From an optimization exercise on the open Yosys and OpenROAD flow, aimed at small area and a short achievable clock period; shortcuts taken in it are not production practice.
The RTL was checked by simulation tests, not by an equivalence proof against the original design.
Power and IR drop assume default switching activity.

--- flow/run.sh ---
#!/bin/bash
# The standard layout, with two changes to how it is made:
# - the port buffers are plain buffers (sky130 buf_1, which the resizer may
#   upsize) instead of the delay-cell buffers that buffer_ports picks;
# - after global routing, ORFS's power recovery downsizes gates on paths
#   with positive slack (RECOVER_POWER percent of them).
set -euo pipefail
export BUFFER_PORTS_ARGS="-buffer_cell sky130_fd_sc_hd__buf_1"
export RECOVER_POWER=30
bash standard.sh > standard.log 2>&1
--- standard.sh ---
#!/bin/bash
# synth_recipe.tcl (not shown) runs the flow's synth.tcl, then flattens the netlist and writes it again
# the make line also repeats each setting of config.mk as NAME=value (left out here)
make -C /OpenROAD-flow-scripts/flow DESIGN_CONFIG=/design/flow/config.mk WORK_HOME=/design/flow/orfs CLKGATE_MAP_FILE= SYNTH_SCRIPT=/design/flow/synth_recipe.tcl "${@:-finish}"
--- config.mk ---
export PLATFORM = sky130hd
export DESIGN_NAME = alu16bit
export DESIGN_NICKNAME = alu16bit
export VERILOG_FILES = /design/flow/design.v
export SDC_FILE = /design/flow/constraint.sdc
export NUM_CORES = 4
export LEC_CHECK = 0
export ABC_AREA = 0
export CAP_MARGIN = 20
export CORE_MARGIN = 2
export CORE_UTILIZATION = 40
export GPL_TIMING_DRIVEN = 0
export SLEW_MARGIN = 20
export SYNTH_HIERARCHICAL = 1
--- constraint.sdc ---
create_clock -name core_clock -period 7.2 [get_ports {clk}]
set_input_delay 1.4400 -clock core_clock [delete_from_list [all_inputs] [get_ports {clk}]]
set_output_delay 1.4400 -clock core_clock [all_outputs]
set_load 0.01 [all_outputs]
--- design.v ---
module alu16bit (
  input clk,
  input reset,
  input [2:0] operation,
  input [15:0] operand_A,
  input [15:0] operand_B,
  output reg [31:0] result,
  output reg carry_flag,
  output reg zero_flag
);
  wire [15:0] a = operand_A;
  wire [15:0] b = operand_B;
  wire is_add = ~reset & (operation == 3'd0);
  wire is_sub = ~reset & (operation == 3'd1);
  wire is_mul = ~reset & (operation == 3'd2);
  wire [15:0] m = is_mul ? b : {15'd0, is_add | is_sub};
  reg [15:0] cv;
  always @(*) begin
    if (reset) cv = 16'd0;
    else
    case (operation)
      3'd0: cv = b;
      3'd1: cv = ~b;
      3'd3: cv = a & b;
      3'd4: cv = a | b;
      3'd5: cv = ~(a & b);
      3'd6: cv = ~(a | b);
      3'd7: cv = a ^ b;
      default: cv = 16'd0;
    endcase
  end
  wire cin = is_sub;
  wire [15:0] cvn;
  wire t00 = ~(is_sub | (~reset & (operation == 3'd5 || operation == 3'd6)));
  wire t01 = ~(is_add | (~reset & (operation == 3'd4 || operation == 3'd5 || operation == 3'd7)));
  wire t10 = ~(is_sub | (~reset & (operation == 3'd4 || operation == 3'd5 || operation == 3'd7)));
  wire t11 = ~(is_add | (~reset & (operation == 3'd3 || operation == 3'd4)));
  genvar cb;
  generate for (cb = 0; cb < 16; cb = cb + 1) begin : g_cv
    cvbit ucv (a[cb], b[cb], t00, t01, t10, t11, cvn[cb]);
  end endgenerate
  wire is_sub_n = ~is_sub;
  wire [15:0] an = ~a;
  wire [15:0] mn = ~m;
  wire p1;
  nor2 up1 (an[0], mn[0], p1);
  wire p2;
  nor2 up2 (an[1], mn[0], p2);
  wire p3;
  nor2 up3 (an[2], mn[0], p3);
  wire p4;
  nor2 up4 (an[3], mn[0], p4);
  wire p5;
  nor2 up5 (an[4], mn[0], p5);
  wire p6;
  nor2 up6 (an[5], mn[0], p6);
  wire p7;
  nor2 up7 (an[6], mn[0], p7);
  wire p8;
  nor2 up8 (an[7], mn[0], p8);
  wire p9;
  nor2 up9 (an[8], mn[0], p9);
  wire p10;
  nor2 up10 (an[9], mn[0], p10);
  wire p11;
  nor2 up11 (an[10], mn[0], p11);
  wire p12;
  nor2 up12 (an[11], mn[0], p12);
  wire p13;
  nor2 up13 (an[12], mn[0], p13);
  wire p14;
  nor2 up14 (an[13], mn[0], p14);
  wire p15;
  nor2 up15 (an[14], mn[0], p15);
  wire p16;
  nor2 up16 (an[15], mn[0], p16);
  wire p17;
  o21ai up17 (an[0], mn[1], cvn[1], p17);
  wire p18;
  o21ai up18 (an[1], mn[1], cvn[2], p18);
  wire p19;
  o21ai up19 (an[2], mn[1], cvn[3], p19);
  wire p20;
  o21ai up20 (an[3], mn[1], cvn[4], p20);
  wire p21;
  o21ai up21 (an[4], mn[1], cvn[5], p21);
  wire p22;
  o21ai up22 (an[5], mn[1], cvn[6], p22);
  wire p23;
  o21ai up23 (an[6], mn[1], cvn[7], p23);
  wire p24;
  o21ai up24 (an[7], mn[1], cvn[8], p24);
  wire p25;
  o21ai up25 (an[8], mn[1], cvn[9], p25);
  wire p26;
  o21ai up26 (an[9], mn[1], cvn[10], p26);
  wire p27;
  o21ai up27 (an[10], mn[1], cvn[11], p27);
  wire p28;
  o21ai up28 (an[11], mn[1], cvn[12], p28);
  wire p29;
  o21ai up29 (an[12], mn[1], cvn[13], p29);
  wire p30;
  o21ai up30 (an[13], mn[1], cvn[14], p30);
  wire p31;
  o21ai up31 (an[14], mn[1], cvn[15], p31);
  wire p32;
  nor2 up32 (an[15], mn[1], p32);
  wire p33;
  nor2 up33 (an[0], mn[2], p33);
  wire p34;
  nor2 up34 (an[1], mn[2], p34);
  wire p35;
  nor2 up35 (an[2], mn[2], p35);
  wire p36;
  nor2 up36 (an[3], mn[2], p36);
  wire p37;
  nor2 up37 (an[4], mn[2], p37);
  wire p38;
  nor2 up38 (an[5], mn[2], p38);
  wire p39;
  nor2 up39 (an[6], mn[2], p39);
  wire p40;
  nor2 up40 (an[7], mn[2], p40);
  wire p41;
  nor2 up41 (an[8], mn[2], p41);
  wire p42;
  nor2 up42 (an[9], mn[2], p42);
  wire p43;
  nor2 up43 (an[10], mn[2], p43);
  wire p44;
  nor2 up44 (an[11], mn[2], p44);
  wire p45;
  nor2 up45 (an[12], mn[2], p45);
  wire p46;
  nor2 up46 (an[13], mn[2], p46);
  wire p47;
  nor2 up47 (an[14], mn[2], p47);
  wire p48;
  nor2 up48 (an[15], mn[2], p48);
  wire p49;
  nor2 up49 (an[0], mn[3], p49);
  wire p50;
  nor2 up50 (an[1], mn[3], p50);
  wire p51;
  nor2 up51 (an[2], mn[3], p51);
  wire p52;
  nor2 up52 (an[3], mn[3], p52);
  wire p53;
  nor2 up53 (an[4], mn[3], p53);
  wire p54;
  nor2 up54 (an[5], mn[3], p54);
  wire p55;
  nor2 up55 (an[6], mn[3], p55);
  wire p56;
  nor2 up56 (an[7], mn[3], p56);
  wire p57;
  nor2 up57 (an[8], mn[3], p57);
  wire p58;
  nor2 up58 (an[9], mn[3], p58);
  wire p59;
  nor2 up59 (an[10], mn[3], p59);
  wire p60;
  nor2 up60 (an[11], mn[3], p60);
  wire p61;
  nor2 up61 (an[12], mn[3], p61);
  wire p62;
  nor2 up62 (an[13], mn[3], p62);
  wire p63;
  nor2 up63 (an[14], mn[3], p63);
  wire p64;
  nor2 up64 (an[15], mn[3], p64);
  wire p65;
  nor2 up65 (an[0], mn[4], p65);
  wire p66;
  nor2 up66 (an[1], mn[4], p66);
  wire p67;
  nor2 up67 (an[2], mn[4], p67);
  wire p68;
  nor2 up68 (an[3], mn[4], p68);
  wire p69;
  nor2 up69 (an[4], mn[4], p69);
  wire p70;
  nor2 up70 (an[5], mn[4], p70);
  wire p71;
  nor2 up71 (an[6], mn[4], p71);
  wire p72;
  nor2 up72 (an[7], mn[4], p72);
  wire p73;
  nor2 up73 (an[8], mn[4], p73);
  wire p74;
  nor2 up74 (an[9], mn[4], p74);
  wire p75;
  nor2 up75 (an[10], mn[4], p75);
  wire p76;
  nor2 up76 (an[11], mn[4], p76);
  wire p77;
  nor2 up77 (an[12], mn[4], p77);
  wire p78;
  nor2 up78 (an[13], mn[4], p78);
  wire p79;
  nor2 up79 (an[14], mn[4], p79);
  wire p80;
  nor2 up80 (an[15], mn[4], p80);
  wire p81;
  nor2 up81 (an[0], mn[5], p81);
  wire p82;
  nor2 up82 (an[1], mn[5], p82);
  wire p83;
  nor2 up83 (an[2], mn[5], p83);
  wire p84;
  nor2 up84 (an[3], mn[5], p84);
  wire p85;
  nor2 up85 (an[4], mn[5], p85);
  wire p86;
  nor2 up86 (an[5], mn[5], p86);
  wire p87;
  nor2 up87 (an[6], mn[5], p87);
  wire p88;
  nor2 up88 (an[7], mn[5], p88);
  wire p89;
  nor2 up89 (an[8], mn[5], p89);
  wire p90;
  nor2 up90 (an[9], mn[5], p90);
  wire p91;
  nor2 up91 (an[10], mn[5], p91);
  wire p92;
  nor2 up92 (an[11], mn[5], p92);
  wire p93;
  nor2 up93 (an[12], mn[5], p93);
  wire p94;
  nor2 up94 (an[13], mn[5], p94);
  wire p95;
  nor2 up95 (an[14], mn[5], p95);
  wire p96;
  nor2 up96 (an[15], mn[5], p96);
  wire p97;
  nor2 up97 (an[0], mn[6], p97);
  wire p98;
  nor2 up98 (an[1], mn[6], p98);
  wire p99;
  nor2 up99 (an[2], mn[6], p99);
  wire p100;
  nor2 up100 (an[3], mn[6], p100);
  wire p101;
  nor2 up101 (an[4], mn[6], p101);
  wire p102;
  nor2 up102 (an[5], mn[6], p102);
  wire p103;
  nor2 up103 (an[6], mn[6], p103);
  wire p104;
  nor2 up104 (an[7], mn[6], p104);
  wire p105;
  nor2 up105 (an[8], mn[6], p105);
  wire p106;
  nor2 up106 (an[9], mn[6], p106);
  wire p107;
  nor2 up107 (an[10], mn[6], p107);
  wire p108;
  nor2 up108 (an[11], mn[6], p108);
  wire p109;
  nor2 up109 (an[12], mn[6], p109);
  wire p110;
  nor2 up110 (an[13], mn[6], p110);
  wire p111;
  nor2 up111 (an[14], mn[6], p111);
  wire p112;
  nor2 up112 (an[15], mn[6], p112);
  wire p113;
  nor2 up113 (an[0], mn[7], p113);
  wire p114;
  nor2 up114 (an[1], mn[7], p114);
  wire p115;
  nor2 up115 (an[2], mn[7], p115);
  wire p116;
  nor2 up116 (an[3], mn[7], p116);
  wire p117;
  nor2 up117 (an[4], mn[7], p117);
  wire p118;
  nor2 up118 (an[5], mn[7], p118);
  wire p119;
  nor2 up119 (an[6], mn[7], p119);
  wire p120;
  nor2 up120 (an[7], mn[7], p120);
  wire p121;
  nor2 up121 (an[8], mn[7], p121);
  wire p122;
  nor2 up122 (an[9], mn[7], p122);
  wire p123;
  nor2 up123 (an[10], mn[7], p123);
  wire p124;
  nor2 up124 (an[11], mn[7], p124);
  wire p125;
  nor2 up125 (an[12], mn[7], p125);
  wire p126;
  nor2 up126 (an[13], mn[7], p126);
  wire p127;
  nor2 up127 (an[14], mn[7], p127);
  wire p128;
  nor2 up128 (an[15], mn[7], p128);
  wire p129;
  nor2 up129 (an[0], mn[8], p129);
  wire p130;
  nor2 up130 (an[1], mn[8], p130);
  wire p131;
  nor2 up131 (an[2], mn[8], p131);
  wire p132;
  nor2 up132 (an[3], mn[8], p132);
  wire p133;
  nor2 up133 (an[4], mn[8], p133);
  wire p134;
  nor2 up134 (an[5], mn[8], p134);
  wire p135;
  nor2 up135 (an[6], mn[8], p135);
  wire p136;
  nor2 up136 (an[7], mn[8], p136);
  wire p137;
  nor2 up137 (an[8], mn[8], p137);
  wire p138;
  nor2 up138 (an[9], mn[8], p138);
  wire p139;
  nor2 up139 (an[10], mn[8], p139);
  wire p140;
  nor2 up140 (an[11], mn[8], p140);
  wire p141;
  nor2 up141 (an[12], mn[8], p141);
  wire p142;
  nor2 up142 (an[13], mn[8], p142);
  wire p143;
  nor2 up143 (an[14], mn[8], p143);
  wire p144;
  nor2 up144 (an[15], mn[8], p144);
  wire p145;
  nor2 up145 (an[0], mn[9], p145);
  wire p146;
  nor2 up146 (an[1], mn[9], p146);
  wire p147;
  nor2 up147 (an[2], mn[9], p147);
  wire p148;
  nor2 up148 (an[3], mn[9], p148);
  wire p149;
  nor2 up149 (an[4], mn[9], p149);
  wire p150;
  nor2 up150 (an[5], mn[9], p150);
  wire p151;
  nor2 up151 (an[6], mn[9], p151);
  wire p152;
  nor2 up152 (an[7], mn[9], p152);
  wire p153;
  nor2 up153 (an[8], mn[9], p153);
  wire p154;
  nor2 up154 (an[9], mn[9], p154);
  wire p155;
  nor2 up155 (an[10], mn[9], p155);
  wire p156;
  nor2 up156 (an[11], mn[9], p156);
  wire p157;
  nor2 up157 (an[12], mn[9], p157);
  wire p158;
  nor2 up158 (an[13], mn[9], p158);
  wire p159;
  nor2 up159 (an[14], mn[9], p159);
  wire p160;
  nor2 up160 (an[15], mn[9], p160);
  wire p161;
  nor2 up161 (an[0], mn[10], p161);
  wire p162;
  nor2 up162 (an[1], mn[10], p162);
  wire p163;
  nor2 up163 (an[2], mn[10], p163);
  wire p164;
  nor2 up164 (an[3], mn[10], p164);
  wire p165;
  nor2 up165 (an[4], mn[10], p165);
  wire p166;
  nor2 up166 (an[5], mn[10], p166);
  wire p167;
  nor2 up167 (an[6], mn[10], p167);
  wire p168;
  nor2 up168 (an[7], mn[10], p168);
  wire p169;
  nor2 up169 (an[8], mn[10], p169);
  wire p170;
  nor2 up170 (an[9], mn[10], p170);
  wire p171;
  nor2 up171 (an[10], mn[10], p171);
  wire p172;
  nor2 up172 (an[11], mn[10], p172);
  wire p173;
  nor2 up173 (an[12], mn[10], p173);
  wire p174;
  nor2 up174 (an[13], mn[10], p174);
  wire p175;
  nor2 up175 (an[14], mn[10], p175);
  wire p176;
  nor2 up176 (an[15], mn[10], p176);
  wire p177;
  nor2 up177 (an[0], mn[11], p177);
  wire p178;
  nor2 up178 (an[1], mn[11], p178);
  wire p179;
  nor2 up179 (an[2], mn[11], p179);
  wire p180;
  nor2 up180 (an[3], mn[11], p180);
  wire p181;
  nor2 up181 (an[4], mn[11], p181);
  wire p182;
  nor2 up182 (an[5], mn[11], p182);
  wire p183;
  nor2 up183 (an[6], mn[11], p183);
  wire p184;
  nor2 up184 (an[7], mn[11], p184);
  wire p185;
  nor2 up185 (an[8], mn[11], p185);
  wire p186;
  nor2 up186 (an[9], mn[11], p186);
  wire p187;
  nor2 up187 (an[10], mn[11], p187);
  wire p188;
  nor2 up188 (an[11], mn[11], p188);
  wire p189;
  nor2 up189 (an[12], mn[11], p189);
  wire p190;
  nor2 up190 (an[13], mn[11], p190);
  wire p191;
  nor2 up191 (an[14], mn[11], p191);
  wire p192;
  nor2 up192 (an[15], mn[11], p192);
  wire p193;
  nor2 up193 (an[0], mn[12], p193);
  wire p194;
  nor2 up194 (an[1], mn[12], p194);
  wire p195;
  nor2 up195 (an[2], mn[12], p195);
  wire p196;
  nor2 up196 (an[3], mn[12], p196);
  wire p197;
  nor2 up197 (an[4], mn[12], p197);
  wire p198;
  nor2 up198 (an[5], mn[12], p198);
  wire p199;
  nor2 up199 (an[6], mn[12], p199);
  wire p200;
  nor2 up200 (an[7], mn[12], p200);
  wire p201;
  nor2 up201 (an[8], mn[12], p201);
  wire p202;
  nor2 up202 (an[9], mn[12], p202);
  wire p203;
  nor2 up203 (an[10], mn[12], p203);
  wire p204;
  nor2 up204 (an[11], mn[12], p204);
  wire p205;
  nor2 up205 (an[12], mn[12], p205);
  wire p206;
  nor2 up206 (an[13], mn[12], p206);
  wire p207;
  nor2 up207 (an[14], mn[12], p207);
  wire p208;
  nor2 up208 (an[15], mn[12], p208);
  wire p209;
  nor2 up209 (an[0], mn[13], p209);
  wire p210;
  nor2 up210 (an[1], mn[13], p210);
  wire p211;
  nor2 up211 (an[2], mn[13], p211);
  wire p212;
  nor2 up212 (an[3], mn[13], p212);
  wire p213;
  nor2 up213 (an[4], mn[13], p213);
  wire p214;
  nor2 up214 (an[5], mn[13], p214);
  wire p215;
  nor2 up215 (an[6], mn[13], p215);
  wire p216;
  nor2 up216 (an[7], mn[13], p216);
  wire p217;
  nor2 up217 (an[8], mn[13], p217);
  wire p218;
  nor2 up218 (an[9], mn[13], p218);
  wire p219;
  nor2 up219 (an[10], mn[13], p219);
  wire p220;
  nor2 up220 (an[11], mn[13], p220);
  wire p221;
  nor2 up221 (an[12], mn[13], p221);
  wire p222;
  nor2 up222 (an[13], mn[13], p222);
  wire p223;
  nor2 up223 (an[14], mn[13], p223);
  wire p224;
  nor2 up224 (an[15], mn[13], p224);
  wire p225;
  nor2 up225 (an[0], mn[14], p225);
  wire p226;
  nor2 up226 (an[1], mn[14], p226);
  wire p227;
  nor2 up227 (an[2], mn[14], p227);
  wire p228;
  nor2 up228 (an[3], mn[14], p228);
  wire p229;
  nor2 up229 (an[4], mn[14], p229);
  wire p230;
  nor2 up230 (an[5], mn[14], p230);
  wire p231;
  nor2 up231 (an[6], mn[14], p231);
  wire p232;
  nor2 up232 (an[7], mn[14], p232);
  wire p233;
  nor2 up233 (an[8], mn[14], p233);
  wire p234;
  nor2 up234 (an[9], mn[14], p234);
  wire p235;
  nor2 up235 (an[10], mn[14], p235);
  wire p236;
  nor2 up236 (an[11], mn[14], p236);
  wire p237;
  nor2 up237 (an[12], mn[14], p237);
  wire p238;
  nor2 up238 (an[13], mn[14], p238);
  wire p239;
  nor2 up239 (an[14], mn[14], p239);
  wire p240;
  nor2 up240 (an[15], mn[14], p240);
  wire p241;
  nor2 up241 (an[0], mn[15], p241);
  wire p242;
  o21ai up242 (an[1], mn[15], is_sub_n, p242);
  wire p243;
  o21ai up243 (an[2], mn[15], is_sub_n, p243);
  wire p244;
  o21ai up244 (an[3], mn[15], is_sub_n, p244);
  wire p245;
  o21ai up245 (an[4], mn[15], is_sub_n, p245);
  wire p246;
  o21ai up246 (an[5], mn[15], is_sub_n, p246);
  wire p247;
  o21ai up247 (an[6], mn[15], is_sub_n, p247);
  wire p248;
  o21ai up248 (an[7], mn[15], is_sub_n, p248);
  wire p249;
  o21ai up249 (an[8], mn[15], is_sub_n, p249);
  wire p250;
  o21ai up250 (an[9], mn[15], is_sub_n, p250);
  wire p251;
  o21ai up251 (an[10], mn[15], is_sub_n, p251);
  wire p252;
  o21ai up252 (an[11], mn[15], is_sub_n, p252);
  wire p253;
  o21ai up253 (an[12], mn[15], is_sub_n, p253);
  wire p254;
  o21ai up254 (an[13], mn[15], is_sub_n, p254);
  wire p255;
  o21ai up255 (an[14], mn[15], is_sub_n, p255);
  wire p256;
  o21ai up256 (an[15], mn[15], is_sub_n, p256);
  wire n257, n258;
  ha un257 (p14, p44, n257, n258);
  wire n259, n260;
  fa un259 (p15, p45, p60, n259, n260);
  wire n261, n262;
  ha un261 (p75, p90, n261, n262);
  wire n263, n264;
  fa un263 (p16, p46, p61, n263, n264);
  wire n265, n266;
  fa un265 (p76, p91, p106, n265, n266);
  wire n267, n268;
  ha un267 (p121, p136, n267, n268);
  wire n269, n270;
  fa un269 (p32, p47, p62, n269, n270);
  wire n271, n272;
  fa un271 (p77, p92, p107, n271, n272);
  wire n273, n274;
  ha un273 (p122, p137, n273, n274);
  wire n275, n276;
  fa un275 (p48, p63, p78, n275, n276);
  wire n277, n278;
  fa un277 (p93, p108, p123, n277, n278);
  wire n279, n280;
  fa un279 (p64, p79, p94, n279, n280);
  wire n281, n282;
  ha un281 (p10, p40, n281, n282);
  wire n283, n284;
  fa un283 (p11, p41, p56, n283, n284);
  wire n285, n286;
  ha un285 (p71, p86, n285, n286);
  wire n287, n288;
  fa un287 (p12, p42, p57, n287, n288);
  wire n289, n290;
  fa un289 (p72, p87, p102, n289, n290);
  wire n291, n292;
  ha un291 (p117, p132, n291, n292);
  wire n293, n294;
  fa un293 (p13, p43, p58, n293, n294);
  wire n295, n296;
  fa un295 (p73, p88, p103, n295, n296);
  wire n297, n298;
  fa un297 (p118, p133, p148, n297, n298);
  wire n299, n300;
  ha un299 (p163, p178, n299, n300);
  wire n301, n302;
  fa un301 (p59, p74, p89, n301, n302);
  wire n303, n304;
  fa un303 (p104, p119, p134, n303, n304);
  wire n305, n306;
  fa un305 (p149, p164, p179, n305, n306);
  wire n307, n308;
  fa un307 (p194, p209, p29, n307, n308);
  wire n309, n310;
  fa un309 (p105, p120, p135, n309, n310);
  wire n311, n312;
  fa un311 (p150, p165, p180, n311, n312);
  wire n313, n314;
  fa un313 (p195, p210, p225, n313, n314);
  wire n315, n316;
  fa un315 (p30, n258, n261, n315, n316);
  wire n317, n318;
  fa un317 (p151, p166, p181, n317, n318);
  wire n319, n320;
  fa un319 (p196, p211, p226, n319, n320);
  wire n321, n322;
  fa un321 (p241, p31, n262, n321, n322);
  wire n323, n324;
  fa un323 (n267, n260, n263, n323, n324);
  wire n325, n326;
  fa un325 (p152, p167, p182, n325, n326);
  wire n327, n328;
  fa un327 (p197, p212, p227, n327, n328);
  wire n329, n330;
  fa un329 (p242, n268, n273, n329, n330);
  wire n331, n332;
  fa un331 (n264, n266, n269, n331, n332);
  wire n333, n334;
  fa un333 (p138, p153, p168, n333, n334);
  wire n335, n336;
  fa un335 (p183, p198, p213, n335, n336);
  wire n337, n338;
  fa un337 (p228, p243, n274, n337, n338);
  wire n339, n340;
  fa un339 (n270, n272, n275, n339, n340);
  wire n341, n342;
  fa un341 (p109, p124, p139, n341, n342);
  wire n343, n344;
  fa un343 (p154, p169, p184, n343, n344);
  wire n345, n346;
  fa un345 (p199, p214, p229, n345, n346);
  wire n347, n348;
  fa un347 (p244, n276, n278, n347, n348);
  wire n349, n350;
  fa un349 (p80, p95, p110, n349, n350);
  wire n351, n352;
  fa un351 (p125, p140, p155, n351, n352);
  wire n353, n354;
  fa un353 (p170, p185, p200, n353, n354);
  wire n355, n356;
  fa un355 (p215, p230, p245, n355, n356);
  wire n357, n358;
  fa un357 (p96, p111, p126, n357, n358);
  wire n359, n360;
  fa un359 (p141, p156, p171, n359, n360);
  wire n361, n362;
  fa un361 (p186, p201, p216, n361, n362);
  wire n363, n364;
  fa un363 (p112, p127, p142, n363, n364);
  wire n365, n366;
  fa un365 (p157, p172, p187, n365, n366);
  wire n367, n368;
  fa un367 (p128, p143, p158, n367, n368);
  wire n369, n370;
  ha un369 (p7, p37, n369, n370);
  wire n371, n372;
  fa un371 (p8, p38, p53, n371, n372);
  wire n373, n374;
  ha un373 (p68, p83, n373, n374);
  wire n375, n376;
  fa un375 (p9, p39, p54, n375, n376);
  wire n377, n378;
  fa un377 (p69, p84, p99, n377, n378);
  wire n379, n380;
  ha un379 (p114, p129, n379, n380);
  wire n381, n382;
  fa un381 (p55, p70, p85, n381, n382);
  wire n383, n384;
  fa un383 (p100, p115, p130, n383, n384);
  wire n385, n386;
  fa un385 (p145, p25, n281, n385, n386);
  wire n387, n388;
  fa un387 (p101, p116, p131, n387, n388);
  wire n389, n390;
  fa un389 (p146, p161, p26, n389, n390);
  wire n391, n392;
  fa un391 (n282, n285, n283, n391, n392);
  wire n393, n394;
  fa un393 (p147, p162, p177, n393, n394);
  wire n395, n396;
  fa un395 (p27, n286, n291, n395, n396);
  wire n397, n398;
  fa un397 (n284, n287, n289, n397, n398);
  wire n399, n400;
  fa un399 (p193, p28, n292, n399, n400);
  wire n401, n402;
  fa un401 (n299, n288, n290, n401, n402);
  wire n403, n404;
  fa un403 (n293, n295, n297, n403, n404);
  wire n405, n406;
  fa un405 (n300, n257, n294, n405, n406);
  wire n407, n408;
  fa un407 (n296, n298, n301, n407, n408);
  wire n409, n410;
  fa un409 (n303, n305, n307, n409, n410);
  wire n411, n412;
  fa un411 (n302, n304, n306, n411, n412);
  wire n413, n414;
  fa un413 (n308, n259, n309, n413, n414);
  wire n415, n416;
  fa un415 (n311, n313, n315, n415, n416);
  wire n417, n418;
  fa un417 (n310, n312, n314, n417, n418);
  wire n419, n420;
  fa un419 (n265, n317, n319, n419, n420);
  wire n421, n422;
  fa un421 (n316, n321, n323, n421, n422);
  wire n423, n424;
  fa un423 (n318, n320, n271, n423, n424);
  wire n425, n426;
  fa un425 (n325, n327, n322, n425, n426);
  wire n427, n428;
  fa un427 (n329, n324, n331, n427, n428);
  wire n429, n430;
  fa un429 (n326, n328, n277, n429, n430);
  wire n431, n432;
  fa un431 (n333, n335, n330, n431, n432);
  wire n433, n434;
  fa un433 (n337, n332, n339, n433, n434);
  wire n435, n436;
  fa un435 (n334, n336, n279, n435, n436);
  wire n437, n438;
  fa un437 (n341, n343, n345, n437, n438);
  wire n439, n440;
  fa un439 (n338, n340, n347, n439, n440);
  wire n441, n442;
  fa un441 (n342, n344, n346, n441, n442);
  wire n443, n444;
  fa un443 (n280, n349, n351, n443, n444);
  wire n445, n446;
  fa un445 (n353, n355, n348, n445, n446);
  wire n447, n448;
  fa un447 (p231, p246, n350, n447, n448);
  wire n449, n450;
  fa un449 (n352, n354, n356, n449, n450);
  wire n451, n452;
  fa un451 (n357, n359, n361, n451, n452);
  wire n453, n454;
  fa un453 (p202, p217, p232, n453, n454);
  wire n455, n456;
  fa un455 (p247, n358, n360, n455, n456);
  wire n457, n458;
  fa un457 (n362, n363, n365, n457, n458);
  wire n459, n460;
  fa un459 (p173, p188, p203, n459, n460);
  wire n461, n462;
  fa un461 (p218, p233, p248, n461, n462);
  wire n463, n464;
  fa un463 (n364, n366, n367, n463, n464);
  wire n465, n466;
  fa un465 (p144, p159, p174, n465, n466);
  wire n467, n468;
  fa un467 (p189, p204, p219, n467, n468);
  wire n469, n470;
  fa un469 (p234, p249, n368, n469, n470);
  wire n471, n472;
  fa un471 (p160, p175, p190, n471, n472);
  wire n473, n474;
  fa un473 (p205, p220, p235, n473, n474);
  wire n475, n476;
  fa un475 (p176, p191, p206, n475, n476);
  wire n477, n478;
  ha un477 (p5, p35, n477, n478);
  wire n479, n480;
  fa un479 (p6, p36, p51, n479, n480);
  wire n481, n482;
  ha un481 (p66, p81, n481, n482);
  wire n483, n484;
  fa un483 (p52, p67, p82, n483, n484);
  wire n485, n486;
  fa un485 (p97, p22, n369, n485, n486);
  wire n487, n488;
  fa un487 (p98, p113, p23, n487, n488);
  wire n489, n490;
  fa un489 (n370, n373, n371, n489, n490);
  wire n491, n492;
  fa un491 (p24, n374, n379, n491, n492);
  wire n493, n494;
  fa un493 (n372, n375, n377, n493, n494);
  wire n495, n496;
  fa un495 (n380, n376, n378, n495, n496);
  wire n497, n498;
  fa un497 (n381, n383, n385, n497, n498);
  wire n499, n500;
  fa un499 (n382, n384, n387, n499, n500);
  wire n501, n502;
  fa un501 (n389, n386, n391, n501, n502);
  wire n503, n504;
  fa un503 (n388, n390, n393, n503, n504);
  wire n505, n506;
  fa un505 (n395, n392, n397, n505, n506);
  wire n507, n508;
  fa un507 (n394, n396, n399, n507, n508);
  wire n509, n510;
  fa un509 (n398, n401, n403, n509, n510);
  wire n511, n512;
  fa un511 (n400, n402, n404, n511, n512);
  wire n513, n514;
  fa un513 (n405, n407, n409, n513, n514);
  wire n515, n516;
  fa un515 (n406, n408, n411, n515, n516);
  wire n517, n518;
  fa un517 (n410, n413, n415, n517, n518);
  wire n519, n520;
  fa un519 (n412, n414, n417, n519, n520);
  wire n521, n522;
  fa un521 (n419, n416, n421, n521, n522);
  wire n523, n524;
  fa un523 (n418, n420, n423, n523, n524);
  wire n525, n526;
  fa un525 (n425, n422, n427, n525, n526);
  wire n527, n528;
  fa un527 (n424, n429, n426, n527, n528);
  wire n529, n530;
  fa un529 (n431, n428, n433, n529, n530);
  wire n531, n532;
  fa un531 (n430, n435, n437, n531, n532);
  wire n533, n534;
  fa un533 (n432, n434, n439, n533, n534);
  wire n535, n536;
  fa un535 (n436, n438, n441, n535, n536);
  wire n537, n538;
  fa un537 (n443, n445, n440, n537, n538);
  wire n539, n540;
  fa un539 (n442, n444, n447, n539, n540);
  wire n541, n542;
  fa un541 (n449, n451, n446, n541, n542);
  wire n543, n544;
  fa un543 (n453, n448, n450, n543, n544);
  wire n545, n546;
  fa un545 (n452, n455, n457, n545, n546);
  wire n547, n548;
  fa un547 (n454, n459, n461, n547, n548);
  wire n549, n550;
  fa un549 (n456, n458, n463, n549, n550);
  wire n551, n552;
  fa un551 (n460, n462, n465, n551, n552);
  wire n553, n554;
  fa un553 (n467, n464, n469, n553, n554);
  wire n555, n556;
  fa un555 (p250, n466, n468, n555, n556);
  wire n557, n558;
  fa un557 (n471, n473, n470, n557, n558);
  wire n559, n560;
  fa un559 (p221, p236, p251, n559, n560);
  wire n561, n562;
  fa un561 (n472, n474, n475, n561, n562);
  wire n563, n564;
  fa un563 (p192, p207, p222, n563, n564);
  wire n565, n566;
  fa un565 (p237, p252, n476, n565, n566);
  wire n567, n568;
  fa un567 (p208, p223, p238, n567, n568);
  wire n569, n570;
  ha un569 (p4, p34, n569, n570);
  wire n571, n572;
  fa un571 (p50, p65, p20, n571, n572);
  wire n573, n574;
  fa un573 (p21, n478, n481, n573, n574);
  wire n575, n576;
  fa un575 (n482, n480, n483, n575, n576);
  wire n577, n578;
  fa un577 (n484, n487, n486, n577, n578);
  wire n579, n580;
  fa un579 (n488, n491, n490, n579, n580);
  wire n581, n582;
  fa un581 (n492, n494, n495, n581, n582);
  wire n583, n584;
  fa un583 (n496, n499, n498, n583, n584);
  wire n585, n586;
  fa un585 (n500, n503, n502, n585, n586);
  wire n587, n588;
  fa un587 (n504, n507, n506, n587, n588);
  wire n589, n590;
  fa un589 (n508, n510, n511, n589, n590);
  wire n591, n592;
  fa un591 (n512, n515, n514, n591, n592);
  wire n593, n594;
  fa un593 (n516, n519, n518, n593, n594);
  wire n595, n596;
  fa un595 (n520, n523, n522, n595, n596);
  wire n597, n598;
  fa un597 (n524, n527, n526, n597, n598);
  wire n599, n600;
  fa un599 (n528, n531, n533, n599, n600);
  wire n601, n602;
  fa un601 (n532, n535, n534, n601, n602);
  wire n603, n604;
  fa un603 (n536, n539, n538, n603, n604);
  wire n605, n606;
  fa un605 (n540, n543, n545, n605, n606);
  wire n607, n608;
  fa un607 (n547, n544, n546, n607, n608);
  wire n609, n610;
  fa un609 (n548, n551, n550, n609, n610);
  wire n611, n612;
  fa un611 (n552, n555, n557, n611, n612);
  wire n613, n614;
  fa un613 (n559, n556, n561, n613, n614);
  wire n615, n616;
  fa un615 (n560, n563, n562, n615, n616);
  wire n617, n618;
  fa un617 (p253, n564, n567, n617, n618);
  wire n619, n620;
  fa un619 (p224, p239, p254, n619, n620);
  wire n621, n622;
  ha un621 (p3, p33, n621, n622);
  wire n623, n624;
  fa un623 (p49, p19, n569, n623, n624);
  wire n625, n626;
  fa un625 (n570, n477, n571, n625, n626);
  wire n627, n628;
  fa un627 (n572, n479, n573, n627, n628);
  wire n629, n630;
  fa un629 (n574, n485, n575, n629, n630);
  wire n631, n632;
  fa un631 (n576, n489, n577, n631, n632);
  wire n633, n634;
  fa un633 (n493, n578, n579, n633, n634);
  wire n635, n636;
  fa un635 (n497, n580, n581, n635, n636);
  wire n637, n638;
  fa un637 (n582, n501, n583, n637, n638);
  wire n639, n640;
  fa un639 (n505, n584, n585, n639, n640);
  wire n641, n642;
  fa un641 (n509, n586, n587, n641, n642);
  wire n643, n644;
  fa un643 (n513, n588, n589, n643, n644);
  wire n645, n646;
  fa un645 (n517, n590, n591, n645, n646);
  wire n647, n648;
  fa un647 (n592, n521, n593, n647, n648);
  wire n649, n650;
  fa un649 (n525, n594, n595, n649, n650);
  wire n651, n652;
  fa un651 (n529, n596, n597, n651, n652);
  wire n653, n654;
  fa un653 (n530, n598, n599, n653, n654);
  wire n655, n656;
  fa un655 (n537, n600, n601, n655, n656);
  wire n657, n658;
  fa un657 (n541, n602, n603, n657, n658);
  wire n659, n660;
  fa un659 (n542, n605, n604, n659, n660);
  wire n661, n662;
  fa un661 (n549, n607, n606, n661, n662);
  wire n663, n664;
  fa un663 (n553, n608, n609, n663, n664);
  wire n665, n666;
  fa un665 (n554, n610, n611, n665, n666);
  wire n667, n668;
  fa un667 (n558, n613, n612, n667, n668);
  wire n669, n670;
  fa un669 (n565, n614, n615, n669, n670);
  wire n671, n672;
  fa un671 (n566, n617, n616, n671, n672);
  wire n673, n674;
  fa un673 (n568, n619, n618, n673, n674);
  wire n675, n676;
  fa un675 (p240, p255, n620, n675, n676);
  wire n677, n678;
  fa un677 (cin, p1, cv[0], n677, n678);
  wire n679, n680;
  fa un679 (p2, p17, n678, n679, n680);
  wire n681, n682;
  fa un681 (p18, n621, n680, n681, n682);
  wire n683, n684;
  fa un683 (n622, n623, n682, n683, n684);
  wire n685, n686;
  fa un685 (n624, n625, n684, n685, n686);
  wire n687, n688;
  fa un687 (n626, n627, n686, n687, n688);
  wire n689, n690;
  ha un689 (n628, n629, n689, n690);
  wire n691, n692;
  ha un691 (n630, n631, n691, n692);
  wire n693, n694;
  ha un693 (n632, n633, n693, n694);
  wire n695, n696;
  ha un695 (n634, n635, n695, n696);
  wire n697, n698;
  ha un697 (n636, n637, n697, n698);
  wire n699, n700;
  ha un699 (n638, n639, n699, n700);
  wire n701, n702;
  ha un701 (n640, n641, n701, n702);
  wire n703, n704;
  ha un703 (n642, n643, n703, n704);
  wire n705, n706;
  ha un705 (n644, n645, n705, n706);
  wire n707, n708;
  ha un707 (n646, n647, n707, n708);
  wire n709, n710;
  ha un709 (n648, n649, n709, n710);
  wire n711, n712;
  ha un711 (n650, n651, n711, n712);
  wire n713, n714;
  ha un713 (n652, n653, n713, n714);
  wire n715, n716;
  ha un715 (n654, n655, n715, n716);
  wire n717, n718;
  ha un717 (n656, n657, n717, n718);
  wire n719, n720;
  ha un719 (n658, n659, n719, n720);
  wire n721, n722;
  ha un721 (n660, n661, n721, n722);
  wire n723, n724;
  ha un723 (n662, n663, n723, n724);
  wire n725, n726;
  ha un725 (n664, n665, n725, n726);
  wire n727, n728;
  ha un727 (n666, n667, n727, n728);
  wire n729, n730;
  ha un729 (n668, n669, n729, n730);
  wire n731, n732;
  ha un731 (n670, n671, n731, n732);
  wire n733, n734;
  ha un733 (n672, n673, n733, n734);
  wire n735, n736;
  ha un735 (n674, n675, n735, n736);
  wire n737, n738;
  ha un737 (n676, p256, n737, n738);
  wire n739;
  aoi21 un739 (n689, n688, n690, n739);
  wire n740;
  aoi21 un740 (n693, n692, n694, n740);
  wire n741;
  nand2 un741 (n693, n691, n741);
  wire n742;
  aoi21 un742 (n697, n696, n698, n742);
  wire n743;
  nand2 un743 (n697, n695, n743);
  wire n744;
  aoi21 un744 (n701, n700, n702, n744);
  wire n745;
  nand2 un745 (n701, n699, n745);
  wire n746;
  aoi21 un746 (n705, n704, n706, n746);
  wire n747;
  nand2 un747 (n705, n703, n747);
  wire n748;
  aoi21 un748 (n709, n708, n710, n748);
  wire n749;
  nand2 un749 (n709, n707, n749);
  wire n750;
  aoi21 un750 (n713, n712, n714, n750);
  wire n751;
  nand2 un751 (n713, n711, n751);
  wire n752;
  aoi21 un752 (n717, n716, n718, n752);
  wire n753;
  nand2 un753 (n717, n715, n753);
  wire n754;
  aoi21 un754 (n721, n720, n722, n754);
  wire n755;
  nand2 un755 (n721, n719, n755);
  wire n756;
  aoi21 un756 (n725, n724, n726, n756);
  wire n757;
  nand2 un757 (n725, n723, n757);
  wire n758;
  aoi21 un758 (n729, n728, n730, n758);
  wire n759;
  nand2 un759 (n729, n727, n759);
  wire n760;
  aoi21 un760 (n733, n732, n734, n760);
  wire n761;
  nand2 un761 (n733, n731, n761);
  wire n762;
  aoi21 un762 (n737, n736, n738, n762);
  wire n763;
  nand2 un763 (n737, n735, n763);
  wire n764;
  oai21 un764 (n741, n739, n740, n764);
  wire n765;
  oai21 un765 (n745, n742, n744, n765);
  wire n766;
  nor2 un766 (n745, n743, n766);
  wire n767;
  oai21 un767 (n749, n746, n748, n767);
  wire n768;
  nor2 un768 (n749, n747, n768);
  wire n769;
  oai21 un769 (n753, n750, n752, n769);
  wire n770;
  nor2 un770 (n753, n751, n770);
  wire n771;
  oai21 un771 (n757, n754, n756, n771);
  wire n772;
  nor2 un772 (n757, n755, n772);
  wire n773;
  oai21 un773 (n761, n758, n760, n773);
  wire n774;
  nor2 un774 (n761, n759, n774);
  wire n775;
  aoi21 un775 (n766, n764, n765, n775);
  wire n776;
  aoi21 un776 (n770, n767, n769, n776);
  wire n777;
  nand2 un777 (n770, n768, n777);
  wire n778;
  aoi21 un778 (n774, n771, n773, n778);
  wire n779;
  nand2 un779 (n774, n772, n779);
  wire n780;
  oai21 un780 (n777, n775, n776, n780);
  wire n781;
  inv1 un781 (n780, n781);
  wire n782;
  oai21 un782 (n779, n781, n778, n782);
  wire n783;
  inv1 un783 (n775, n783);
  wire n784;
  aoi21 un784 (n768, n783, n767, n784);
  wire n785;
  aoi21 un785 (n772, n780, n771, n785);
  wire n786;
  inv1 un786 (n764, n786);
  wire n787;
  oai21 un787 (n743, n786, n742, n787);
  wire n788;
  oai21 un788 (n747, n775, n746, n788);
  wire n789;
  oai21 un789 (n751, n784, n750, n789);
  wire n790;
  inv1 un790 (n780, n790);
  wire n791;
  oai21 un791 (n755, n790, n754, n791);
  wire n792;
  oai21 un792 (n759, n785, n758, n792);
  wire n793;
  inv1 un793 (n782, n793);
  wire n794;
  oai21 un794 (n763, n793, n762, n794);
  wire n795;
  inv1 un795 (n739, n795);
  wire n796;
  aoi21 un796 (n691, n795, n692, n796);
  wire n797;
  aoi21 un797 (n695, n764, n696, n797);
  wire n798;
  aoi21 un798 (n699, n787, n700, n798);
  wire n799;
  inv1 un799 (n775, n799);
  wire n800;
  aoi21 un800 (n703, n799, n704, n800);
  wire n801;
  aoi21 un801 (n707, n788, n708, n801);
  wire n802;
  inv1 un802 (n784, n802);
  wire n803;
  aoi21 un803 (n711, n802, n712, n803);
  wire n804;
  aoi21 un804 (n715, n789, n716, n804);
  wire n805;
  aoi21 un805 (n719, n780, n720, n805);
  wire n806;
  aoi21 un806 (n723, n791, n724, n806);
  wire n807;
  inv1 un807 (n785, n807);
  wire n808;
  aoi21 un808 (n727, n807, n728, n808);
  wire n809;
  aoi21 un809 (n731, n792, n732, n809);
  wire n810;
  aoi21 un810 (n735, n782, n736, n810);
  wire n811;
  aoi21 un811 (is_sub, n794, 1'b0, n811);
  wire n812;
  xor2 un812 (n689, n688, n812);
  wire n813;
  xnor2 un813 (n691, n739, n813);
  wire n814;
  xnor2 un814 (n693, n796, n814);
  wire n815;
  xor2 un815 (n695, n764, n815);
  wire n816;
  xnor2 un816 (n697, n797, n816);
  wire n817;
  xor2 un817 (n699, n787, n817);
  wire n818;
  xnor2 un818 (n701, n798, n818);
  wire n819;
  xnor2 un819 (n703, n775, n819);
  wire n820;
  xnor2 un820 (n705, n800, n820);
  wire n821;
  xor2 un821 (n707, n788, n821);
  wire n822;
  xnor2 un822 (n709, n801, n822);
  wire n823;
  xnor2 un823 (n711, n784, n823);
  wire n824;
  xnor2 un824 (n713, n803, n824);
  wire n825;
  xor2 un825 (n715, n789, n825);
  wire n826;
  xnor2 un826 (n717, n804, n826);
  wire n827;
  xor2 un827 (n719, n780, n827);
  wire n828;
  xnor2 un828 (n721, n805, n828);
  wire n829;
  xor2 un829 (n723, n791, n829);
  wire n830;
  xnor2 un830 (n725, n806, n830);
  wire n831;
  xnor2 un831 (n727, n785, n831);
  wire n832;
  xnor2 un832 (n729, n808, n832);
  wire n833;
  xor2 un833 (n731, n792, n833);
  wire n834;
  xnor2 un834 (n733, n809, n834);
  wire n835;
  xor2 un835 (n735, n782, n835);
  wire n836;
  xnor2 un836 (n737, n810, n836);
  wire n837;
  xor2 un837 (is_sub, n794, n837);
  wire [31:0] s = {n837, n836, n835, n834, n833, n832, n831, n830, n829, n828, n827, n826, n825, n824, n823, n822, n821, n820, n819, n818, n817, n816, n815, n814, n813, n812, n687, n685, n683, n681, n679, n677};
  wire borrow = is_sub & s[16];
  wire zero_lo = (s[15:0] == 16'd0);
  wire zero_mul = (a == 16'd0) | (b == 16'd0);
  wire [31:0] r = s;
  wire z = ~reset & (is_mul ? zero_mul : zero_lo);
  always @(posedge clk) begin
    result     <= r;
    carry_flag <= borrow;
    zero_flag  <= z;
  end
endmodule
module fa (input a, input b, input c, output s, output co);
  assign s = a ^ b ^ c;
  assign co = (a & b) | (a & c) | (b & c);
endmodule
module ha (input a, input b, output s, output co);
  assign s = a ^ b;
  assign co = a & b;
endmodule
module xor2 (input a, input b, output y);
  assign y = a ^ b;
endmodule
module xnor2 (input a, input b, output y);
  assign y = ~(a ^ b);
endmodule
module nand2 (input a, input b, output y);
  assign y = ~(a & b);
endmodule
module nor2 (input a, input b, output y);
  assign y = ~(a | b);
endmodule
module inv1 (input a, output y);
  assign y = ~a;
endmodule
module cvbit (input a, input b, input t00, input t01, input t10, input t11, output y);
  assign y = a ? (b ? t11 : t10) : (b ? t01 : t00);
endmodule
module aoi21 (input a, input b, input c, output y);
  assign y = ~((a & b) | c);
endmodule
module o21ai (input a, input b, input c, output y);
  assign y = ~((a | b) & c);
endmodule
module oai21 (input a, input b, input c, output y);
  assign y = ~((a | b) & c);
endmodule
==> results.py, run 1 <==
metrics = {
    "grt": {
        "overflow": 0,
        "grt_pass1_vias": 6570,
        "grt_max_degree": 18,
        "antenna_found_initial": 0,
        "grt_use_total": 0.226,
        "grt_pass1_wl_um": 34900,
    },
    "placement": {
        "dp_cells": 1027,
        "place_ws_ns": -0.825,
        "io_buffers": 67,
        "gp_congestion": 0.890,
        "hpwl_um": 16100,
        "dpl_cell_area_um2": 8240,
    },
    "pwr": {
        "peakVddDrop_mv": 0.0675,
        "power.density_nw_per_um2": 106,
        "p_leak_nw": 4.25,
    },
    "logic_synthesis": {
        "synth_compound_area_frac": 0.0726,
        "synth_ff_type": "dfxtp_1",
        "ys_warn_count": 7,
        "synth-xor-area-share": 0.0296,
        "synth.net_count": 1006,
        "yosys.area_share.simple": 0.155,
        "synth_edf_count": 0,
        "synth_area_um2": 7700,
        "synth_top_family_by_area": "adder cells",
        "ys_seq_area_frac": 0.0884,
        "muxShareOfSynthArea": 0.0452,
        "synth-adder-area-share": 0.591,
        "ys_ff_latch": 34,
        "synth.distinct_cells": 33,
        "syn_inst": 726,
        "synthArstFlopShare": 0,
        "synth_area_per_cell_um2": 10.6,
    },
    "timing": {
        "timing.final.crit_share": 0.950,
        "rsz0062_at_grt": "false",
        "relSlewSlack": 0.488,
        "report.final.slew_viol_count": 0,
        "worstMarginPinSlew_ns": 0.766,
        "finalSetupViolCount": 0,
        "max_freq_ghz": 0.146,
        "hold_viol": 0,
        "min_period_ns": 6.84,
        "setup_ws_ns": 0.363,
    },
    "die": {
        "io_pins": 71,
        "die_y_um": 143,
        "coreArea_um2": 18800,
        "dieArea_um2": 20400,
        "die_w_um": 143,
        "start_util": 0.410,
        "row_count": 50,
    },
    "flow_run": {
        "cap_viol_max_count": 0,
    },
    "drt": {
        "drcViolationCount": 0,
        "ant_nets": 0,
        "num_vias": 5958,
        "drtPass1Iterations": 5,
        "wl_per_cell_um": 20.9,
        "vias_per_cell": 5.73,
        "drt_wl_total_um": 21700,
        "drt_iter0_markers": 374,
    },
    "worst_setup_path": {
        "crit_fanout": 16,
        "max_stage_delay_ns": 0.54,
        "critPathTopFamily": "adder cells",
        "path_buf_inv": 4,
        "crit_top_cell": "fa_1",
        "slowest_stage": "fa_1",
        "cp-end-kind": "flip-flop",
        "path_class": "input port to flip-flop",
        "required_ns": 7.42,
        "path_cells": "buf_6, nand2b_4, nor3_4, buf_12, nand2_2, nor2_1, fa_1, fa_1, fa_1, fa_1, fa_1, fa_1, ha_1, nand2_1, nor2_1, nand2_1, o21ai_4, inv_1, o21ai_2, inv_1, o21ai_1, xor2_1",
        "cp-start-kind": "input port",
        "arrival_ns": 7.05,
    },
    "finish": {
        "syn2layout_area_growth_pct": 11.5,
        "post-route-util": 0.457,
        "fin_nets": 1084,
        "final_area_um2": 8580,
        "stdcell_count": 1040,
        "drive_gt1_frac": 0.109,
    },
    "clock_tree": {
        "cts_made_buffers": 5,
        "cts_tree": "done",
        "cts.sinks": 34,
        "cts.clk_slew.worst_paths_ns": 0.06,
        "clk_path_buf_depth": 2,
        "root_buffer": "clkbuf_16",
        "htree_levels": 2,
    },
    "run_status": {
        "status": "complete, no violations",
    },
    "min_path": {
        "min_path_type": "input port to flip-flop",
    },
}
==> layout by cell type, fill, tap and decap left out, drive strengths merged, types with 5 or more instances in the layout <==
cell type and instances:
xnor2 16, nand2 31, ha 42, inv 27, o21ai 45, mux4 15
nand2b 5, nor2 235, fa 201, xor2 10, nor4 12, dfxtp 34
clkbuf 6, a21oi 32, buf 74
==> per-layer routing <==
metal,track usage,vias to the layer above,share of wire
met5,0,-,0
met4,0.0662,0,0.032
met3,0.0406,49,0.066
met2,0.385,249,0.49
met1,0.298,3127,0.41
li1,-,2533,-
==> what timing repair did <==
item / in CTS / in global routing
gates resized for setup: 12 / 16
buffers inserted: 4 / 0
hold buffers: 0 / 0
pin swaps: 1 / 0
setup endpoints to repair: 11 / 9
==> path summary, 6_finish.rpt <==
path	start	endpoint	slack, ns	depth (start not counted)
worst max-delay path	operation[0]	result[31]	0.36	22
worst min-delay path	reset	result[31]	1.55	3
==> flip-flops by register name, summed over array words and instances, names as in the netlist <==
register,flops
zero_flag,1
carry_flag,1
result,32
==> tightest hold or removal path, stage by stage <==
cell and delay, ns:
buf_6 0.12, nor3_4 0.08, xor2_1 0.14
==> through the flow <==
step / hold WS, ns / setup TNS, ns / total power [W]
2_1_floorplan: 1.72 / 0 / 0.000497
3_3_place_gp: 1.83 / -5.96 / 0.000615
4_1_cts: 1.59 / 0 / 0.000918
5_1_grt: 1.57 / 0 / 0.000971
6_report: 1.55 / 0 / 0.000913
3_5_place_dp: 1.82 / -6.56 / 0.000618
==> Yosys stat by module (local to each module, per instance), a selection <==
module | flops+latches | cells inside | area [um^2] | copies in the design
nor2 | 0 | 1 | 3.75 | 231
oai21 | 0 | 1 | 5.00 | 14
inv1 | 0 | 1 | 3.75 | 9
ha | 0 | 1 | 12.5 | 40
alu16bit | 34 | 116 | 1170 | 1
cvbit | 0 | 1 | 22.5 | 15
nand2 | 0 | 1 | 3.75 | 14
xor2 | 0 | 1 | 8.76 | 10
==> cells by family (layout without fill, tap and decap cells) <==
family / Yosys count / count (layout)
flops: 34 / 34
mux: 16 / 16
buf+inv: 32 / 111
simple gates: 291 / 291
compound gates: 84 / 84
other cells: 0 / 1
fa+ha+maj: 243 / 243
xor+xnor: 26 / 26
==> where the power goes <==
group / internal [W] / total (W) / switching, W
Sequential: 0.000227 / 0.000235 / 0.00000777
Combinational: 0.000142 / 0.000384 / 0.000242
Clock: 0.000199 / 0.000294 / 0.0000952
==> cell type report <==
class | count | area [um^2]
multi-input combinational | 660 | 6970
sequential | 34 | 681
clock inverter | 3 | 68.8
clock buffer | 5 | 125
tap | 234 | 293
fill | 1790 | 10200
buffer | 4 | 38.8
timing repair buffer | 71 | 295
inverter | 28 | 109
antenna | 1 | 2.50
==> synthesized netlist by cell type, types with 2 or more instances <==
| cell type | instances | area share |
|---|---|---|
| dfxtp_1 | 34 | 0.088 |
| a21oi_1 | 2 | 0.0013 |
| fa_1 | 201 | 0.52 |
| nand4_1 | 3 | 0.0024 |
| nor2_1 | 235 | 0.11 |
| nor4_1 | 10 | 0.0081 |
| nand2b_1 | 3 | 0.0024 |
| a21oi_2 | 30 | 0.034 |
| nand2b_4 | 2 | 0.0036 |
| ha_1 | 42 | 0.068 |
| xor2_1 | 10 | 0.011 |
| nor4_2 | 2 | 0.0032 |
| mux4_2 | 15 | 0.044 |
| buf_6 | 3 | 0.0044 |
| inv_1 | 28 | 0.014 |
| xnor2_1 | 16 | 0.018 |
| nand2_1 | 31 | 0.015 |
| o21ai_1 | 44 | 0.029 |
==> run 2: changes to the inputs <==
--- a/flow/run.sh
+++ b/flow/run.sh
@@ -8,3 +8,3 @@
 export BUFFER_PORTS_ARGS="-buffer_cell sky130_fd_sc_hd__buf_1"
-export RECOVER_POWER=30
+export RECOVER_POWER=100
 bash standard.sh > standard.log 2>&1
==> results.py, run 2 <==
metrics = {
    "die": {
        "row_count": 50,
        "coreArea_um2": 18800,
        "die_w_um": 143,
        "die_y_um": 143,
        "dieArea_um2": 20400,
        "io_pins": 71,
        "start_util": 0.410,
    },
    "drt": {
        "drtPass1Iterations": 5,
        "ant_nets": 0,
        "drt_iter0_markers": 388,
        "num_vias": 5940,
        "drcViolationCount": 0,
        "drt_wl_total_um": 21700,
        "wl_per_cell_um": 20.9,
        "vias_per_cell": 5.71,
    },
    "logic_synthesis": {
        "ys_seq_area_frac": 0.0884,
        "yosys.area_share.simple": 0.155,
        "synth_edf_count": 0,
        "synth_top_area_cell": "fa_1",
        "synth.distinct_cells": 33,
        "synthTopCellsByCount": "235 x nor2_1, 201 x fa_1, 44 x o21ai_1",
        "synth_ff_type": "dfxtp_1",
        "synth_area_leaders": "fa_1 52%, nor2_1 11%, dfxtp_1 8.8%",
        "synth_area_um2": 7700,
        "synth.net_count": 1006,
        "synth_top_family_by_area": "adder cells",
        "synth_top_area_frac": 0.523,
        "yosysMostFrequentCell": "nor2_1",
        "synth-adder-area-share": 0.591,
        "synth_area_per_cell_um2": 10.6,
        "ys_warn_count": 7,
        "syn_inst": 726,
        "synthArstFlopShare": 0,
        "ys_ff_latch": 34,
        "synth-xor-area-share": 0.0296,
        "synth_compound_area_frac": 0.0726,
        "muxShareOfSynthArea": 0.0452,
    },
    "timing": {
        "rsz0062_at_grt": "false",
        "final.setup.tns_ns": 0,
        "hold_viol": 0,
        "timing.final.crit_share": 0.956,
        "max_freq_ghz": 0.145,
        "report.final.slew_viol_count": 0,
        "min_period_ns": 6.88,
        "worstMarginPinSlew_ns": 0.762,
        "relSlewSlack": 0.491,
        "finalSetupViolCount": 0,
    },
    "pwr": {
        "power_w": 0.000908,
        "power.density_nw_per_um2": 106,
        "peakVddDrop_mv": 0.0675,
        "p_leak_nw": 4.25,
    },
    "finish": {
        "post-route-util": 0.456,
        "multi_input_area_um2": 6940,
        "fin_nets": 1084,
        "nFillCells": 1800,
        "regArea_um2": 681,
        "top_regs": "result (32), carry_flag (1), zero_flag (1)",
        "final_cell_mix": "235 x nor2_1, 201 x fa_1, 66 x buf_1, 42 x ha_1, 39 x o21ai_1",
        "final_common_cell": "nor2_1",
        "largest_reg_flops": 32,
        "syn2layout_area_growth_pct": 11.1,
        "final_area_um2": 8550,
        "stdcell_count": 1040,
        "top_register": "result",
        "drive_gt1_frac": 0.0994,
    },
    "clock_tree": {
        "holdBufCountCts": 0,
        "cts.clk_slew.worst_paths_ns": 0.06,
        "htree_levels": 2,
        "clk_path_buf_depth": 2,
        "cts.sinks": 34,
        "cts_tree": "done",
        "root_buffer": "clkbuf_16",
        "cts_made_buffers": 5,
    },
    "run_status": {
        "status": "complete, no violations",
    },
    "grt": {
        "grt_max_degree": 18,
        "grt_pass1_wl_um": 34900,
        "overflow": 0,
        "grt_pass1_vias": 6570,
        "grt_use_total": 0.226,
        "antenna_found_initial": 0,
    },
    "placement": {
        "gp_congestion": 0.890,
        "dp_cells": 1027,
        "io_buffers": 67,
        "hpwl_um": 16100,
        "dpl_cell_area_um2": 8240,
    },
    "flow_run": {
        "cap_viol_max_count": 0,
    },
    "worst_setup_path": {
        "cp-end-kind": "flip-flop",
        "arrival_ns": 7.12,
        "required_ns": 7.43,
        "path_class": "input port to flip-flop",
        "crit_fanout": 17,
        "cp-start-kind": "input port",
    },
    "min_path": {
        "min_path_type": "input port to flip-flop",
    },
}
## run 2: Yosys stat by module (local to each module, per instance)
module / copies in the design / cells inside
xor2: 10 / 1
inv1: 9 / 1
o21ai: 30 / 1
alu16bit: 1 / 116
xnor2: 16 / 1
aoi21: 30 / 1
cvbit: 15 / 1
fa: 201 / 1
nand2: 14 / 1
ha: 40 / 1
nor2: 231 / 1
oai21: 14 / 1
## run 2: worst paths after layout
check,cells after the start,start,endpoint,slack [ns]
max,21,operand_A[0],zero_flag,0.32
min,3,reset,result[31],1.54
## run 2: through the flow
stage	worst slack (ns)	hold slack, ns
finish	0.316	1.54
global route	0.0161	1.57
CTS	0.0188	1.59
detailed placement	-0.825	1.82
global placement	-0.764	1.83
floorplan	0.369	1.72
## run 2: cell families (layout without fill, tap and decap cells)
group,count (synthesis),count (layout)
simple gates,291,291
fa+ha+maj,243,243
compound gates,84,84
flops,34,34
buf+inv,32,111
xor+xnor,26,26
mux,16,16
other cells,0,1
## run 2: power breakdown
part           total, W  switching [W]  leakage [nW]  internal, W
sequential     0.000235     0.00000780         0.282     0.000227
clock          0.000293      0.0000935        0.0940     0.000199
combinational  0.000380       0.000239          3.87     0.000141
total          0.000908       0.000340          4.25     0.000567
## run 2: timing repair
item | CTS | global route
endpoints found under the setup margin | 11 | 9
pin swaps | 1 | 0
setup buffers | 4 | 0
resized for setup | 12 | 16
## run 2: area by class of cell
type | instances | area share
Antenna cell | 1 | 0.000293
Buffer | 4 | 0.00454
Clock buffer | 5 | 0.0146
Clock inverter | 3 | 0.00805
Inverter | 28 | 0.0127
Multi-Input combinational cell | 660 | 0.811
Sequential cell | 34 | 0.0796
Tap cell | 234 | 0.0342
Timing Repair Buffer | 71 | 0.0345
## run 2: layer usage
metal / track usage / vias up / part of all wire
met5: 0 / - / 0
met4: 0.0662 / 0 / 0.031
met3: 0.0406 / 47 / 0.078
met2: 0.385 / 266 / 0.49
met1: 0.298 / 3095 / 0.40
li1: - / 2532 / -
## run 2: critical path, cell delays in order
cell,delay (ns)
buf_1,0.18
clkinvlp_4,0.37
ha_1,0.40
o22ai_1,0.17
a2111oi_0,0.15
fa_1,0.41
fa_1,0.40
fa_1,0.39
fa_1,0.39
fa_1,0.40
fa_1,0.43
a21oi_2,0.25
o21ai_1,0.24
a21oi_4,0.40
inv_1,0.07
a21oi_1,0.17
xnor2_1,0.17
nor4_1,0.20
nand4_1,0.14
nor4_1,0.20
o21a_1,0.14

[separate check: timing with driven ports]
No port has a modelled driver above. Below, the same layouts with a new extraction and two added sets of constraints. Step 1 assumes that a clkbuf_16 drives the clock port and a buf_2 every other input. Step 2, shift: input delay + t, output delay - t, t = (earliest + latest rising clock arrival at the registers) / 2. This alone moves slack from input paths to output paths. a / b / c = ideal ports / drivers / drivers and shift; a / b = the first two.
run | t (ns) | setup WS [ns] | worst hold slack (ns) | worst slew at a driven data input, ns
run 1 | 0.332 | 0.363 / 0.375 / 0.043 | 1.548 / 1.541 / 1.846 | 0.04
run 2 | 0.330 | 0.316 / 0.338 / 0.008 | 1.545 / 1.539 / 1.844 | 0.04
After both steps every run listed still meets setup and hold. The setup slack of run 1, which loses most, moves by +0.012 ns with the drivers and by -0.320 ns with both steps.
